This is an optimization exercise on Yosys and OpenROAD, whose aim is small area and a short achievable clock period, not a production implementation. Function was checked by simulation only, so behaviour that the tests miss may differ from the original.

## raven
## goertzel_filter
module goertzel_filter
  (input  [13:0] input_signal,
   input  clk,
   input  rst,
   output [39:0] magnitude);
For scale: ~2000 cells after synthesis, roughly 71 flip-flops, ~22000 um2 of cells after synthesis.
export LEC_CHECK = 0
export CAP_MARGIN = 20
export CORE_MARGIN = 2
export CORE_UTILIZATION = 55
export SLEW_MARGIN = 20
export SYNTH_HIERARCHICAL = 1
export SYNTH_MINIMUM_KEEP_SIZE = 0
export TNS_END_PERCENT = 30
create_clock -name core_clock -period 45.0 [get_ports {clk}]
standard.sh (not shown) runs the stock make flow with config.mk's settings and CLKGATE_MAP_FILE= SYNTH_SCRIPT=/design/flow/synth_recipe.tcl, a recipe that flattens the netlist after the stock synthesis.
==> flow/flow/run.sh <==
#!/bin/bash
set -euo pipefail
bash standard.sh SETUP_SLACK_MARGIN=28.5 finish > orfs_make.log 2>&1
--- input diff raven..zinc ---
diff --git a/flow/config.mk b/flow/config.mk
--- a/flow/config.mk
+++ b/flow/config.mk
@@ -8,7 +8,6 @@
 export CAP_MARGIN = 20
 export CORE_MARGIN = 2
-export CORE_UTILIZATION = 55
+export CORE_UTILIZATION = 40
 export SLEW_MARGIN = 20
 export SYNTH_HIERARCHICAL = 1
 export SYNTH_MINIMUM_KEEP_SIZE = 0
-export TNS_END_PERCENT = 30
Per the comparison of zinc with raven, area of all placed cells without fillers rose 1.6%, synthesis-to-finish area growth rose 1.8 points, worst-skew pair later-pin latency about even, die area rose 37%, minimum period implied by the final worst setup slack fell 0.036 ns.
Cmp raven and zinc / cell area reported after detailed placement / lower: raven
Re count of boundary I/O pins: no difference whatsoever between zinc and raven.
In the tables for raven and zinc, global-route wire length before repair reads lower with raven.
diff inputs: zinc => sierra
==> flow/flow/run.sh <==
#!/bin/bash
set -euo pipefail
bash standard.sh SETUP_SLACK_MARGIN=29 SETUP_MOVE_SEQUENCE=unbuffer,sizeup,swap finish > orfs_make.log 2>&1
diff --git a/flow/config.mk b/flow/config.mk
--- a/flow/config.mk
+++ b/flow/config.mk
@@ -8,5 +8,5 @@
 export CAP_MARGIN = 20
 export CORE_MARGIN = 2
-export CORE_UTILIZATION = 40
+export CORE_UTILIZATION = 55
 export SLEW_MARGIN = 20
 export SYNTH_HIERARCHICAL = 1
## What came out
- From zinc to sierra, parity-gate share of the synthesized area counting xor and xnor cells did not move at all.
- For proportion of synthesized chip area in sequential cells, sierra and zinc come out practically identical.
- The setup slack of sierra is smaller than that of zinc.
- zinc → sierra: total met2 wirelength after detailed routing moved down; final instance count without filler cells moved down.

========
== alpha ==
goertzel_filter again, from the RTL that the note above started with.
==> flow/config.mk <==
export PLATFORM = sky130hd
export DESIGN_NAME = goertzel_filter
export DESIGN_NICKNAME = goertzel_filter
export VERILOG_FILES = /design/flow/design.v
export SDC_FILE = /design/flow/constraint.sdc
export NUM_CORES = 4
export LEC_CHECK = 0
export CAP_MARGIN = 20
export CORE_MARGIN = 2
export CORE_UTILIZATION = 55
export CTS_BUF_LIST = sky130_fd_sc_hd__clkbuf_8
export CTS_CLUSTER_SIZE = 40
export SLEW_MARGIN = 20
export SYNTH_HIERARCHICAL = 1
export SYNTH_MINIMUM_KEEP_SIZE = 0
==> flow/constraint.sdc <==
create_clock -name core_clock -period 45.0 [get_ports {clk}]
set_input_delay 9.0000 -clock core_clock [delete_from_list [all_inputs] [get_ports {clk}]]
set_output_delay 9.0000 -clock core_clock [all_outputs]
set_load 0.01 [all_outputs]
==> flow/flow/run.sh <==
#!/bin/bash
set -euo pipefail
bash standard.sh SETUP_SLACK_MARGIN=29 finish > orfs_make.log 2>&1
Changes in beta relative to alpha:
==> flow/flow/run.sh <==
#!/bin/bash
set -euo pipefail
bash standard.sh SETUP_SLACK_MARGIN=27.5 finish > orfs_make.log 2>&1
diff --git a/flow/config.mk b/flow/config.mk
--- a/flow/config.mk
+++ b/flow/config.mk
@@ -8,7 +8,5 @@
 export CAP_MARGIN = 20
 export CORE_MARGIN = 2
-export CORE_UTILIZATION = 55
-export CTS_BUF_LIST = sky130_fd_sc_hd__clkbuf_8
-export CTS_CLUSTER_SIZE = 40
+export CORE_UTILIZATION = 40
 export SLEW_MARGIN = 20
 export SYNTH_HIERARCHICAL = 1
Results
- beta gives less fraction of area in non-clock buffers than alpha did.
- The run showing the smaller proportion of cell area spent on the clock network is alpha.
- Looking only at top achievable clock speed, and setting everything else aside, the lower value of beta and alpha goes to beta.
- In beta relative to alpha, final routed wirelength across all metal layers had gone up by a few percent.
- Compared with alpha, beta shows a clock-buffer cell count that is 1 higher.
- The well tap count in beta sits 179 above the value recorded for alpha.
- On met3 track utilization from global routing, the higher figure sits with alpha, not beta.
- Re clock insertion delay at the later pin of the skew report: beta is 0.04 ns down on alpha.
- For alpha, the launch point of the worst path was input_signal[8], unlike beta, where it was input_signal[11].
- Final area (lower): beta
Changes in gamma relative to beta:
==> flow/flow/run.sh <==
#!/bin/bash
set -euo pipefail
bash standard.sh SETUP_SLACK_MARGIN=28.5 finish > orfs_make.log 2>&1
diff --git a/flow/config.mk b/flow/config.mk
--- a/flow/config.mk
+++ b/flow/config.mk
@@ -8,6 +8,9 @@
 export CAP_MARGIN = 20
 export CORE_MARGIN = 2
-export CORE_UTILIZATION = 40
+export CORE_UTILIZATION = 55
+export CTS_BUF_LIST = sky130_fd_sc_hd__clkbuf_8
+export CTS_CLUSTER_SIZE = 40
 export SLEW_MARGIN = 20
 export SYNTH_HIERARCHICAL = 1
 export SYNTH_MINIMUM_KEEP_SIZE = 0
+export TNS_END_PERCENT = 10
==> comparison <==
Start point of the critical path = input_signal[2]: gamma; start point of the critical path = input_signal[11]: beta
gamma vs beta — initial cell density of the core rose 15 points.
gamma vs beta on transition time at the pin with the least slew margin: gamma is the lower one.
gamma against beta: maximum frequency rose by about 5%; remaining antenna violation count ~0 delta.
Setup changes, gamma to delta
==> flow/run.sh (new file) <==
#!/bin/bash
# synth_recipe.tcl (not shown) runs the flow's synth.tcl, then flattens the netlist and writes it again
# the make line also repeats each setting of config.mk as NAME=value (left out here)
make -C /OpenROAD-flow-scripts/flow DESIGN_CONFIG=/design/flow/config.mk WORK_HOME=/design/flow/orfs CLKGATE_MAP_FILE= SYNTH_SCRIPT=/design/flow/synth_recipe.tcl finish
diff --git a/flow/config.mk b/flow/config.mk
--- a/flow/config.mk
+++ b/flow/config.mk
@@ -9,8 +9,6 @@
 export CORE_MARGIN = 2
 export CORE_UTILIZATION = 55
-export CTS_BUF_LIST = sky130_fd_sc_hd__clkbuf_8
-export CTS_CLUSTER_SIZE = 40
+export SETUP_SLACK_MARGIN = 5
 export SLEW_MARGIN = 20
 export SYNTH_HIERARCHICAL = 1
 export SYNTH_MINIMUM_KEEP_SIZE = 0
-export TNS_END_PERCENT = 10
removed: flow/flow/run.sh
removed: flow/standard.sh
- delta gives less design area than gamma did.
- On via count of the first global-routing pass, delta and gamma are neck and neck.
- Taking gamma as the reference point, the utilization after layout of delta falls by 1.2 points.

-- port drivers added, routing unchanged --
In the flow no input, the clock included, has a driving cell. The finished layouts below were timed again as built, in two steps. Step 1 (the two cells are an assumption about what drives the block):
set clk [get_ports {clk}]
set_driving_cell -lib_cell sky130_fd_sc_hd__clkbuf_16 $clk
set_driving_cell -lib_cell sky130_fd_sc_hd__buf_2 [delete_from_list [all_inputs] $clk]
Step 2 moves the port delays by t, midway between the first and last clock arrival at a register: inputs arrive t later, outputs are due t later. That takes back most of the time a late clock gives input paths. Slacks: ideal ports / drivers / drivers and shift; pairs: ideal ports / drivers.
| run | t, ns | setup slack, ns | worst register clock-pin slew, ns | pins driven straight from the clock port |
|---|---|---|---|---|
| raven | 0.426 | 28.565 / 28.597 / 28.171 | 0.08 / 0.08 | 1 |
| zinc | 0.439 | 28.600 / 28.609 / 28.170 | 0.07 / 0.07 | 1 |
| sierra | 0.429 | 28.418 / 28.409 / 27.980 | 0.08 / 0.08 | 1 |
| alpha | 0.473 | 28.638 / 28.625 / 28.152 | 0.11 / 0.11 | 1 |
| beta | 0.439 | 27.783 / 27.802 / 27.364 | 0.08 / 0.08 | 1 |
| gamma | 0.482 | 28.613 / 28.647 / 28.165 | 0.11 / 0.11 | 1 |
| delta | 0.427 | 26.976 / 26.998 / 26.571 | 0.07 / 0.07 | 1 |
After both steps every run listed still meets setup and hold. The setup slack of alpha, which loses most, moves by -0.013 ns with the drivers and by -0.486 ns with both steps.
